What follows belongs to an exercise in optimizing a design on an open flow for small area, a short achievable clock period and few clock cycles; a production flow would make more cautious choices. RTL that was checked went through simulation tests only; none was proved equivalent to the original. No activity file was given, so power comes from the tool's default toggle rates.

==> module maze, before the edit <==
module maze(clk, reset, start_i, row_i, action_o, coord_o);
    input clk, reset, start_i;
    input [15:0] row_i;
    output reg [1:0] action_o;
    output [5:0] coord_o;
    localparam [1:0] A_IDLE = 2'b00, A_IN = 2'b01, A_CAL = 2'b10, A_OUT = 2'b11;
    reg [63:0] s1, s0;
    reg [3:0]  cnt;
    reg [1:0]  T;       
    reg [1:0]  dm;      
    reg        tgt;     
    reg [7:0]  cpos, rpos;
    wire load = (action_o == A_IN) & ~cnt[3];
    wire walk = (action_o == A_OUT);
    wire [7:0] in1, in0, isst;
    genvar g;
    generate for (g = 0; g < 8; g = g + 1) begin : col
        assign in1[g]  =  row_i[15-2*g] &  row_i[14-2*g];
        assign in0[g]  = ~row_i[15-2*g] &  row_i[14-2*g];
        assign isst[g] =  row_i[15-2*g] & ~row_i[14-2*g];
    end endgenerate
    wire       found = load & |isst;
    wire       last  = load & (cnt[2:0] == 3'd7);    
    wire [7:0] ldr   = {8{load}} & (8'd1 << cnt[2:0]);
    reg [63:0] x1, x0;
    integer k;
    always @* begin
        x1 = s1;
        x0 = s0;
        for (k = 7; k < 64; k = k + 8) begin
            x1[k] = last ? in1[k >> 3] : s1[k];
            x0[k] = last ? in0[k >> 3] : s0[k];
        end
    end
    wire [63:0] ROW0 = 64'h0101010101010101;
    wire [63:0] ROW7 = 64'h8080808080808080;
    wire [63:0] nb  = ((x1 >> 1) & ~ROW7) | ((x1 << 1) & ~ROW0) | (x1 >> 8) | (x1 << 8);
    wire [63:0] nw  = nb & ~x1 & ~x0 & {64{~load | last}};
    wire        lab = T[1] ^ T[0];       
    always @(posedge clk) begin
        for (k = 0; k < 64; k = k + 1) begin
            if (ldr[k & 7] & ((k & 7) != 7)) begin
                s1[k] <= in1[k >> 3];
                s0[k] <= in0[k >> 3];
            end else begin
                s1[k] <= x1[k] | nw[k];
                s0[k] <= x0[k] | (nw[k] & lab);
            end
        end
    end
    wire [63:0] G = s1 & ~(s0 ^ {64{tgt}});
    reg  [7:0] cv, rv;    
    integer a, b;
    always @* begin
        for (a = 0; a < 8; a = a + 1) begin
            cv[a] = 1'b0;
            rv[a] = 1'b0;
            for (b = 0; b < 8; b = b + 1) begin
                cv[a] = cv[a] | (cpos[b] & G[b*8+a]);
                rv[a] = rv[a] | (rpos[b] & G[a*8+b]);
            end
        end
    end
    wire up    = |(rpos[7:1] & cv[6:0]);
    wire down  = |(rpos[6:0] & cv[7:1]);
    wire left  = |(cpos[7:1] & rv[6:0]);
    wire right = |(cpos[6:0] & rv[7:1]);
    wire reach = up | down | left | right;
    function [2:0] enc(input [7:0] x);
        enc = {|x[7:4], x[2] | x[3] | x[6] | x[7], x[1] | x[3] | x[5] | x[7]};
    endfunction
    wire [2:0] cc = enc(cpos);
    wire [2:0] cr = enc(rpos);
    assign coord_o = {cc, cr};
    wire mu = walk & up;
    wire md = walk & ~up & down;
    wire mv = walk & ~(up | down);           
    wire ml = mv & left;
    wire mr = mv & ~left;
    wire hold = ~found & ~walk;
    wire pd = cc[0] ^ cr[0] ^ row_i[4] ^ row_i[0];    
    always @(posedge clk) begin
        rpos <= ({8{found}} & (8'd1 << cnt[2:0])) | ({8{hold | mv}} & rpos)
              | ({8{mu}} & (rpos >> 1)) | ({8{md}} & (rpos << 1));
        cpos <= ({8{found}} & isst) | ({8{hold | mu | md}} & cpos)
              | ({8{ml}} & (cpos >> 1)) | ({8{mr}} & (cpos << 1));
    end
    always @(posedge clk) begin
        if (load & ~last) T <= 2'd0;
        else              T <= T + 2'd1;
        if (walk)                  dm <= dm - 2'd1;
        else if (action_o == A_IN) dm <= {~pd, pd};
        else                       dm <= T + 2'd1;
        tgt <= (walk & ~dm[1]) | (~walk & ~load & ((reach & tgt) | (~reach & lab)));
    end
    always @(posedge clk or posedge reset) begin
        if (reset) begin
            action_o <= A_IDLE;
            cnt <= 4'd0;
        end else begin
            case (action_o)
                A_IDLE: begin
                    cnt <= 4'd0;
                    if (start_i) action_o <= A_IN;
                end
                A_IN: begin
                    cnt <= cnt + 4'd1;
                    if (cnt[3]) action_o <= reach ? A_OUT : A_CAL;
                end
                A_CAL: if (reach) action_o <= A_OUT;
                A_OUT: if (!reach) action_o <= A_IDLE;    
            endcase
        end
    end
endmodule
export LEC_CHECK = 0
export ABC_AREA = 1
export CAP_MARGIN = 20
export CORE_MARGIN = 2
export CORE_UTILIZATION = 40
export SETUP_SLACK_MARGIN = 1.3
export SLEW_MARGIN = 20
create_clock -name core_clock -period 3.7 [get_ports {clk}]
run.sh (not shown) runs the stock make flow with config.mk's settings and CLKGATE_MAP_FILE= SYNTH_SCRIPT=/design/flow/synth_recipe.tcl, a recipe that flattens the netlist after the stock synthesis.
Testbench counts at the start, summed over its fixed seeds: cycles 39,396.
==> next run, changes <==
==> flow/design.v (replaced) <==
module maze(clk, reset, start_i, row_i, action_o, coord_o);
    input clk, reset, start_i;
    input [15:0] row_i;
    output reg [1:0] action_o;
    output [5:0] coord_o;
    localparam [1:0] A_IDLE = 2'b00, A_IN = 2'b01, A_CAL = 2'b10, A_OUT = 2'b11;
    reg [63:0] s1, s0;
    reg [8:0]  ph;      
    reg        ld;      
    reg [1:0]  T;       
    reg [1:0]  dm;      
    reg        tgt;     
    reg [7:0]  cpos, rpos;
    wire load = ld | ph[7];
    wire walk = (action_o == A_OUT);
    wire [7:0] in1, in0, isst;
    genvar g;
    generate for (g = 0; g < 8; g = g + 1) begin : col
        assign in1[g]  =  row_i[15-2*g] &  row_i[14-2*g];
        assign in0[g]  = ~row_i[15-2*g] &  row_i[14-2*g];
        assign isst[g] =  row_i[15-2*g] & ~row_i[14-2*g];
    end endgenerate
    wire       found = load & |isst;
    wire       last  = ph[7];    
    wire [7:0] ldr   = ph[7:0];
    reg [63:0] x1, x0;
    integer k;
    always @* begin
        x1 = s1;
        x0 = s0;
        for (k = 7; k < 64; k = k + 8) begin
            x1[k] = last ? in1[k >> 3] : s1[k];
            x0[k] = last ? in0[k >> 3] : s0[k];
        end
    end
    wire [63:0] ROW0 = 64'h0101010101010101;
    wire [63:0] ROW7 = 64'h8080808080808080;
    wire [63:0] nb  = ((x1 >> 1) & ~ROW7) | ((x1 << 1) & ~ROW0) | (x1 >> 8) | (x1 << 8);
    wire [63:0] nw  = nb & ~x1 & ~x0 & {64{~ld}};
    wire        lab = T[1] ^ T[0];       
    always @(posedge clk) begin
        for (k = 0; k < 64; k = k + 1) begin
            if (ldr[k & 7] & ((k & 7) != 7)) begin
                s1[k] <= in1[k >> 3];
                s0[k] <= in0[k >> 3];
            end else begin
                s1[k] <= x1[k] | nw[k];
                s0[k] <= x0[k] | (nw[k] & lab);
            end
        end
    end
    reg  [7:0] c1, c0, r1, r0;    
    integer a, b;
    always @* begin
        for (a = 0; a < 8; a = a + 1) begin
            c1[a] = 1'b0; c0[a] = 1'b0;
            r1[a] = 1'b0; r0[a] = 1'b0;
            for (b = 0; b < 8; b = b + 1) begin
                c1[a] = c1[a] | (cpos[b] & s1[b*8+a]);
                c0[a] = c0[a] | (cpos[b] & s0[b*8+a]);
                r1[a] = r1[a] | (rpos[b] & s1[a*8+b]);
                r0[a] = r0[a] | (rpos[b] & s0[a*8+b]);
            end
        end
    end
    wire [7:0] cv = c1 & ~(c0 ^ {8{tgt}});
    wire [7:0] rv = r1 & ~(r0 ^ {8{tgt}});
    wire up    = |(rpos[7:1] & cv[6:0]);
    wire down  = |(rpos[6:0] & cv[7:1]);
    wire left  = |(cpos[7:1] & rv[6:0]);
    wire right = |(cpos[6:0] & rv[7:1]);
    wire reach = up | down | left | right;
    function [2:0] enc(input [7:0] x);
        enc = {|x[7:4], x[2] | x[3] | x[6] | x[7], x[1] | x[3] | x[5] | x[7]};
    endfunction
    wire [2:0] cc = enc(cpos);
    wire [2:0] cr = enc(rpos);
    assign coord_o = {cc, cr};
    wire mu = walk & up;
    wire md = walk & ~up & down;
    wire mv = walk & ~(up | down);           
    wire ml = mv & left;
    wire mr = mv & ~left;
    wire hold = ~found & ~walk;
    wire pd = cc[0] ^ cr[0] ^ row_i[4] ^ row_i[0];    
    always @(posedge clk) begin
        rpos <= ({8{found}} & ph[7:0]) | ({8{hold | mv}} & rpos)
              | ({8{mu}} & (rpos >> 1)) | ({8{md}} & (rpos << 1));
        cpos <= ({8{found}} & isst) | ({8{hold | mu | md}} & cpos)
              | ({8{ml}} & (cpos >> 1)) | ({8{mr}} & (cpos << 1));
    end
    always @(posedge clk) begin
        if (ld) T <= 2'd0;
        else    T <= T + 2'd1;
        if (walk)                  dm <= dm - 2'd1;
        else if (action_o == A_IN) dm <= {~pd, pd};
        else                       dm <= T + 2'd1;
        tgt <= (walk & ~dm[1]) | (~walk & ~load & ((reach & tgt) | (~reach & lab)));
    end
    always @(posedge clk) begin
        case (action_o)
            A_IDLE:  begin ph <= {8'd0, start_i}; ld <= start_i; end
            A_IN:    begin ph <= ph << 1;         ld <= ld & ~ph[6]; end
            default: begin ph <= 9'd0;            ld <= 1'b0; end
        endcase
    end
    always @(posedge clk or posedge reset) begin
        if (reset) begin
            action_o <= A_IDLE;
        end else begin
            case (action_o)
                A_IDLE: if (start_i) action_o <= A_IN;
                A_IN:   if (ph[8]) action_o <= reach ? A_OUT : A_CAL;
                A_CAL: if (reach) action_o <= A_OUT;
                A_OUT: if (!reach) action_o <= A_IDLE;    
            endcase
        end
    end
endmodule
Global-route usage went up by 2.3 points.
Wire length rises by 6.9%.
Register-to-register slack improved by 0.23 ns.
Area after synthesis climbs by 2.1%.
Critical path depth goes down by 13.
Power fell by 17%.
Clock power drops by about 2%.
Setup slack is better by 0.17 ns.
Cell area went down by 3.3%.
Sequential share of layout area increases by 2.0 points.
Worst hold slack loses 0.017 ns.
Count of clock-buffer cells in the layout rises by 4.
Via count increases by 2.6%.
Non-clock buffer count drops by 5.
Testbench counts after the change, summed over its fixed seeds: cycles 39,396.

---

Another version of the RTL of maze (not shown whole).
Size in the first run: ~1600 cells after synthesis, roughly 160 flip-flops, about 27 I/O pins, about 9800 um^2 of cells after synthesis.
Design maze, start of the top module:
module maze(clk, reset, start_i, row_i, action_o, coord_o);
==> module maze, before the edit <==
module maze(clk, reset, start_i, row_i, action_o, coord_o);
    input clk, reset, start_i;
    input [15:0] row_i;
    output reg [1:0] action_o;
    output [5:0] coord_o;
    localparam [1:0] A_IDLE = 2'b00, A_IN = 2'b01, A_CAL = 2'b10, A_OUT = 2'b11;
    reg [63:0] s1, s0;
    reg [8:0]  ph;      
    reg        ld;      
    reg        ef;      
    reg        bon;     
    reg [1:0]  T;       
    reg [1:0]  dm;      
    reg        tgt;     
    reg [7:0]  cpos, rpos;
    wire load = ld | ph[7];
    wire walk = (action_o == A_OUT);
    wire [7:0] in1, in0, isst;
    genvar g;
    generate for (g = 0; g < 8; g = g + 1) begin : col
        assign in1[g]  =  row_i[15-2*g] &  row_i[14-2*g];
        assign in0[g]  = ~row_i[15-2*g] &  row_i[14-2*g];
        assign isst[g] =  row_i[15-2*g] & ~row_i[14-2*g];
    end endgenerate
    wire       found = load & |isst;
    wire       last  = ph[7];    
    wire [7:0] ldr   = {1'b0, ph[6:0] | {ph[5:0], 1'b0}};
    reg [63:0] x1, x0;
    integer k;
    always @* begin
        x1 = s1;
        x0 = s0;
        for (k = 7; k < 64; k = k + 8) begin
            x1[k] = last ? in1[k >> 3] : s1[k];
            x0[k] = last ? in0[k >> 3] : s0[k];
        end
    end
    wire [63:0] ROW0 = 64'h0101010101010101;
    wire [63:0] ROW7 = 64'h8080808080808080;
    wire [63:0] nb  = ((x1 >> 1) & ~ROW7) | ((x1 << 1) & ~ROW0) | (x1 >> 8) | (x1 << 8);
    wire        en  = ~ld | bon;
    wire [63:0] nw  = nb & ~x1 & ~x0 & {64{en}};
    wire        lab = T[1] ^ T[0];       
    always @(posedge clk) begin
        for (k = 0; k < 64; k = k + 1) begin
            if (ldr[k & 7] & ((k & 7) != 7)) begin
                s1[k] <= in1[k >> 3];
                s0[k] <= in0[k >> 3];
            end else begin
                s1[k] <= x1[k] | nw[k];
                s0[k] <= x0[k] | (nw[k] & lab);
            end
        end
    end
    reg  [7:0] c1, c0, r1, r0;    
    integer a, b;
    always @* begin
        for (a = 0; a < 8; a = a + 1) begin
            c1[a] = 1'b0; c0[a] = 1'b0;
            r1[a] = 1'b0; r0[a] = 1'b0;
            for (b = 0; b < 8; b = b + 1) begin
                c1[a] = c1[a] | (cpos[b] & s1[b*8+a]);
                c0[a] = c0[a] | (cpos[b] & s0[b*8+a]);
                r1[a] = r1[a] | (rpos[b] & s1[a*8+b]);
                r0[a] = r0[a] | (rpos[b] & s0[a*8+b]);
            end
        end
    end
    wire [7:0] cv = c1 & ~(c0 ^ {8{tgt}});
    wire [7:0] rv = r1 & ~(r0 ^ {8{tgt}});
    wire up    = |(rpos[7:1] & cv[6:0]);
    wire down  = |(rpos[6:0] & cv[7:1]);
    wire left  = |(cpos[7:1] & rv[6:0]);
    wire right = |(cpos[6:0] & rv[7:1]);
    wire reach = up | down | left | right;
    wire sv = |(rpos & c1);
    wire ls = |(rpos & c0);
    function [2:0] enc(input [7:0] x);
        enc = {|x[7:4], x[2] | x[3] | x[6] | x[7], x[1] | x[3] | x[5] | x[7]};
    endfunction
    wire [2:0] cc = enc(cpos);
    wire [2:0] cr = enc(rpos);
    assign coord_o = {cc, cr};
    wire mu = walk & up;
    wire md = walk & ~up & down;
    wire mv = walk & ~(up | down);           
    wire ml = mv & left;
    wire mr = mv & ~left;
    wire hold = ~found & ~walk;
    wire pd = cc[0] ^ cr[0] ^ row_i[4] ^ row_i[0];    
    wire w8 = ph[8];
    always @(posedge clk) begin
        rpos <= ({8{found}} & ph[7:0]) | ({8{hold | mv}} & rpos)
              | ({8{mu}} & (rpos >> 1)) | ({8{md}} & (rpos << 1));
        cpos <= ({8{found}} & isst) | ({8{hold | mu | md}} & cpos)
              | ({8{ml}} & (cpos >> 1)) | ({8{mr}} & (cpos << 1));
    end
    always @(posedge clk) begin
        if (en) T <= T + 2'd1;
        else    T <= 2'd0;
        if (walk)            dm <= dm - 2'd1;
        else if (w8 & sv)    dm <= {ls, pd};
        else                 dm <= T + 2'd1;
        if (walk)               tgt <= ~dm[1];
        else if (w8 & sv)       tgt <= ~(ls ^ pd);
        else if (reach & ~load) tgt <= tgt;
        else                    tgt <= en & lab;
    end
    always @(posedge clk) begin
        case (action_o)
            A_IDLE:  begin ph <= {8'd0, start_i}; ld <= start_i; ef <= 1'b0; bon <= 1'b0; end
            A_IN:    begin ph <= ph << 1;         ld <= ld & ~ph[6]; ef <= ef | (load & |in1); bon <= ef; end
            default: begin ph <= 9'd0;            ld <= 1'b0; end
        endcase
    end
    always @(posedge clk or posedge reset) begin
        if (reset) begin
            action_o <= A_IDLE;
        end else begin
            case (action_o)
                A_IDLE: if (start_i) action_o <= A_IN;
                A_IN:   if (w8) action_o <= (sv | reach) ? A_OUT : A_CAL;
                A_CAL: if (reach) action_o <= A_OUT;
                A_OUT: if (!reach) action_o <= A_IDLE;    
            endcase
        end
    end
endmodule
clock: 3.7 ns
lec_check: 0
abc_area: 1
cap_margin: 20
core_margin: 2
core_utilization: 40
cts_buf_list: sky130_fd_sc_hd__clkbuf_4 sky130_fd_sc_hd__clkbuf_8
cts_cluster_diameter: 80
cts_cluster_size: 30
setup_slack_margin: 1.4
slew_margin: 20
Next try:
==> flow/design.v (replaced) <==
module maze(clk, reset, start_i, row_i, action_o, coord_o);
    input clk, reset, start_i;
    input [15:0] row_i;
    output reg [1:0] action_o;
    output [5:0] coord_o;
    localparam [1:0] A_IDLE = 2'b00, A_IN = 2'b01, A_CAL = 2'b10, A_OUT = 2'b11;
    reg [63:0] s1, s0;
    reg [8:0]  ph;      
    reg        ld;      
    reg        ef;      
    reg        bon;     
    reg        sk;      
    reg        pf;      
    reg [1:0]  T;       
    reg [1:0]  dm;      
    reg        tgt;     
    reg [7:0]  cpos, rpos;
    wire load = ld;
    wire walk = (action_o == A_OUT);
    wire [7:0] in1, in0, isst;
    genvar g;
    generate for (g = 0; g < 8; g = g + 1) begin : col
        assign in1[g]  =  row_i[15-2*g] &  row_i[14-2*g];
        assign in0[g]  = ~row_i[15-2*g] &  row_i[14-2*g];
        assign isst[g] =  row_i[15-2*g] & ~row_i[14-2*g];
    end endgenerate
    wire       found = load & |isst;
    wire [7:0] ldr   = ph[7:0] | {ph[6:0], 1'b0};
    wire [63:0] ROW0 = 64'h0101010101010101;
    wire [63:0] ROW7 = 64'h8080808080808080;
    wire [63:0] nb  = ((s1 >> 1) & ~ROW7) | ((s1 << 1) & ~ROW0) | (s1 >> 8) | (s1 << 8);
    wire        en  = ~ld | bon;
    wire [63:0] nw  = nb & ~s1 & ~s0 & {64{en}};
    wire        lab = T[1] ^ T[0];       
    integer k;
    always @(posedge clk) begin
        for (k = 0; k < 64; k = k + 1) begin
            if (ldr[k & 7]) begin
                s1[k] <= in1[k >> 3];
                s0[k] <= in0[k >> 3];
            end else begin
                s1[k] <= s1[k] | nw[k];
                s0[k] <= s0[k] | (nw[k] & lab);
            end
        end
    end
    reg  [7:0] c1, c0, r1, r0;    
    integer a, b;
    always @* begin
        for (a = 0; a < 8; a = a + 1) begin
            c1[a] = 1'b0; c0[a] = 1'b0;
            r1[a] = 1'b0; r0[a] = 1'b0;
            for (b = 0; b < 8; b = b + 1) begin
                c1[a] = c1[a] | (cpos[b] & s1[b*8+a]);
                c0[a] = c0[a] | (cpos[b] & s0[b*8+a]);
                r1[a] = r1[a] | (rpos[b] & s1[a*8+b]);
                r0[a] = r0[a] | (rpos[b] & s0[a*8+b]);
            end
        end
    end
    wire [7:0] cv = c1 & ~(c0 ^ {8{tgt}});
    wire [7:0] rv = r1 & ~(r0 ^ {8{tgt}});
    wire up    = |(rpos[7:1] & cv[6:0]);
    wire down  = |(rpos[6:0] & cv[7:1]);
    wire left  = |(cpos[7:1] & rv[6:0]);
    wire right = |(cpos[6:0] & rv[7:1]);
    wire reach = up | down | left | right;
    function [2:0] enc(input [7:0] x);
        enc = {|x[7:4], x[2] | x[3] | x[6] | x[7], x[1] | x[3] | x[5] | x[7]};
    endfunction
    wire [2:0] cc = enc(cpos);
    wire [2:0] cr = enc(rpos);
    assign coord_o = {cc, cr};
    wire mu = walk & up;
    wire md = walk & ~up & down;
    wire mv = walk & ~(up | down);           
    wire ml = mv & left;
    wire mr = mv & ~left;
    wire hold = ~found & ~walk;
    wire w8 = ph[8];
    always @(posedge clk) begin
        rpos <= ({8{found}} & ph[7:0]) | ({8{hold | mv}} & rpos)
              | ({8{mu}} & (rpos >> 1)) | ({8{md}} & (rpos << 1));
        cpos <= ({8{found}} & isst) | ({8{hold | mu | md}} & cpos)
              | ({8{ml}} & (cpos >> 1)) | ({8{mr}} & (cpos << 1));
    end
    always @(posedge clk) begin
        if (en) T <= T + 2'd1;
        else    T <= 2'd0;
        if (walk)      dm <= dm - 2'd1;
        else if (pf)   dm <= dm;
        else           dm <= T + 2'd1;
        if (walk)                   tgt <= ~dm[1];
        else if (pf | (reach & sk)) tgt <= tgt;
        else                        tgt <= en & lab;
    end
    always @(posedge clk) begin
        case (action_o)
            A_IDLE:  begin ph <= {8'd0, start_i}; ld <= start_i; ef <= 1'b0; bon <= 1'b0; sk <= 1'b0; pf <= 1'b0; end
            A_IN:    begin ph <= ph << 1;         ld <= ld & ~ph[7]; ef <= ef | (load & |in1); bon <= ef;
                           sk <= sk | found;      pf <= pf | (reach & sk); end
            default: begin ph <= 9'd0;            ld <= 1'b0; end
        endcase
    end
    always @(posedge clk or posedge reset) begin
        if (reset) begin
            action_o <= A_IDLE;
        end else begin
            case (action_o)
                A_IDLE: if (start_i) action_o <= A_IN;
                A_IN:   if (w8) action_o <= (pf | reach) ? A_OUT : A_CAL;
                A_CAL: if (reach) action_o <= A_OUT;
                A_OUT: if (!reach) action_o <= A_IDLE;    
            endcase
        end
    end
endmodule
Effect: Power fell by 5.9%. Final area fell by 4.6%. Flip-flop and latch count rose by 2. Sequential power stays flat. Cell count fell by 2.5%.
Testbench counts after the change, summed over its fixed seeds: cycles 37,238.
Function not checked in the first run of this note: the RTL went through the layout flow alone.

==> what the ideal ports hide <==
How much do the figures lean on ideal ports? The routed layouts below were timed once more, with nothing changed but the port constraints.
Step 1, drivers: a clkbuf_16 drives clk and a buf_2 each remaining input, both assumed.
Step 2, shift: input delay + t, output delay - t, t = (earliest + latest rising clock arrival at the registers) / 2. This alone moves slack from input paths to output paths.
Three values: no drivers, after step 1, after step 2; two values: the first two.
run	t, ns	slack for setup (ns)	worst setup path at the end	latest minus earliest clock arrival (ns)
the first run of note 1	0.475	1.156 / 1.156 / 0.969	input to register	0.014 / 0.013
the second run of note 1	0.487	1.326 / 1.274 / 1.009	input to register	0.012 / 0.011
the first run of note 2	0.542	1.364 / 1.315 / 0.989	input to register	0.018 / 0.018
the second run of note 2	0.528	1.409 / 1.367 / 0.954	input to register	0.019 / 0.019
After both steps every run listed still meets setup and hold. The setup slack of the second run of note 2, which loses most, moves by -0.042 ns with the drivers and by -0.455 ns with both steps.
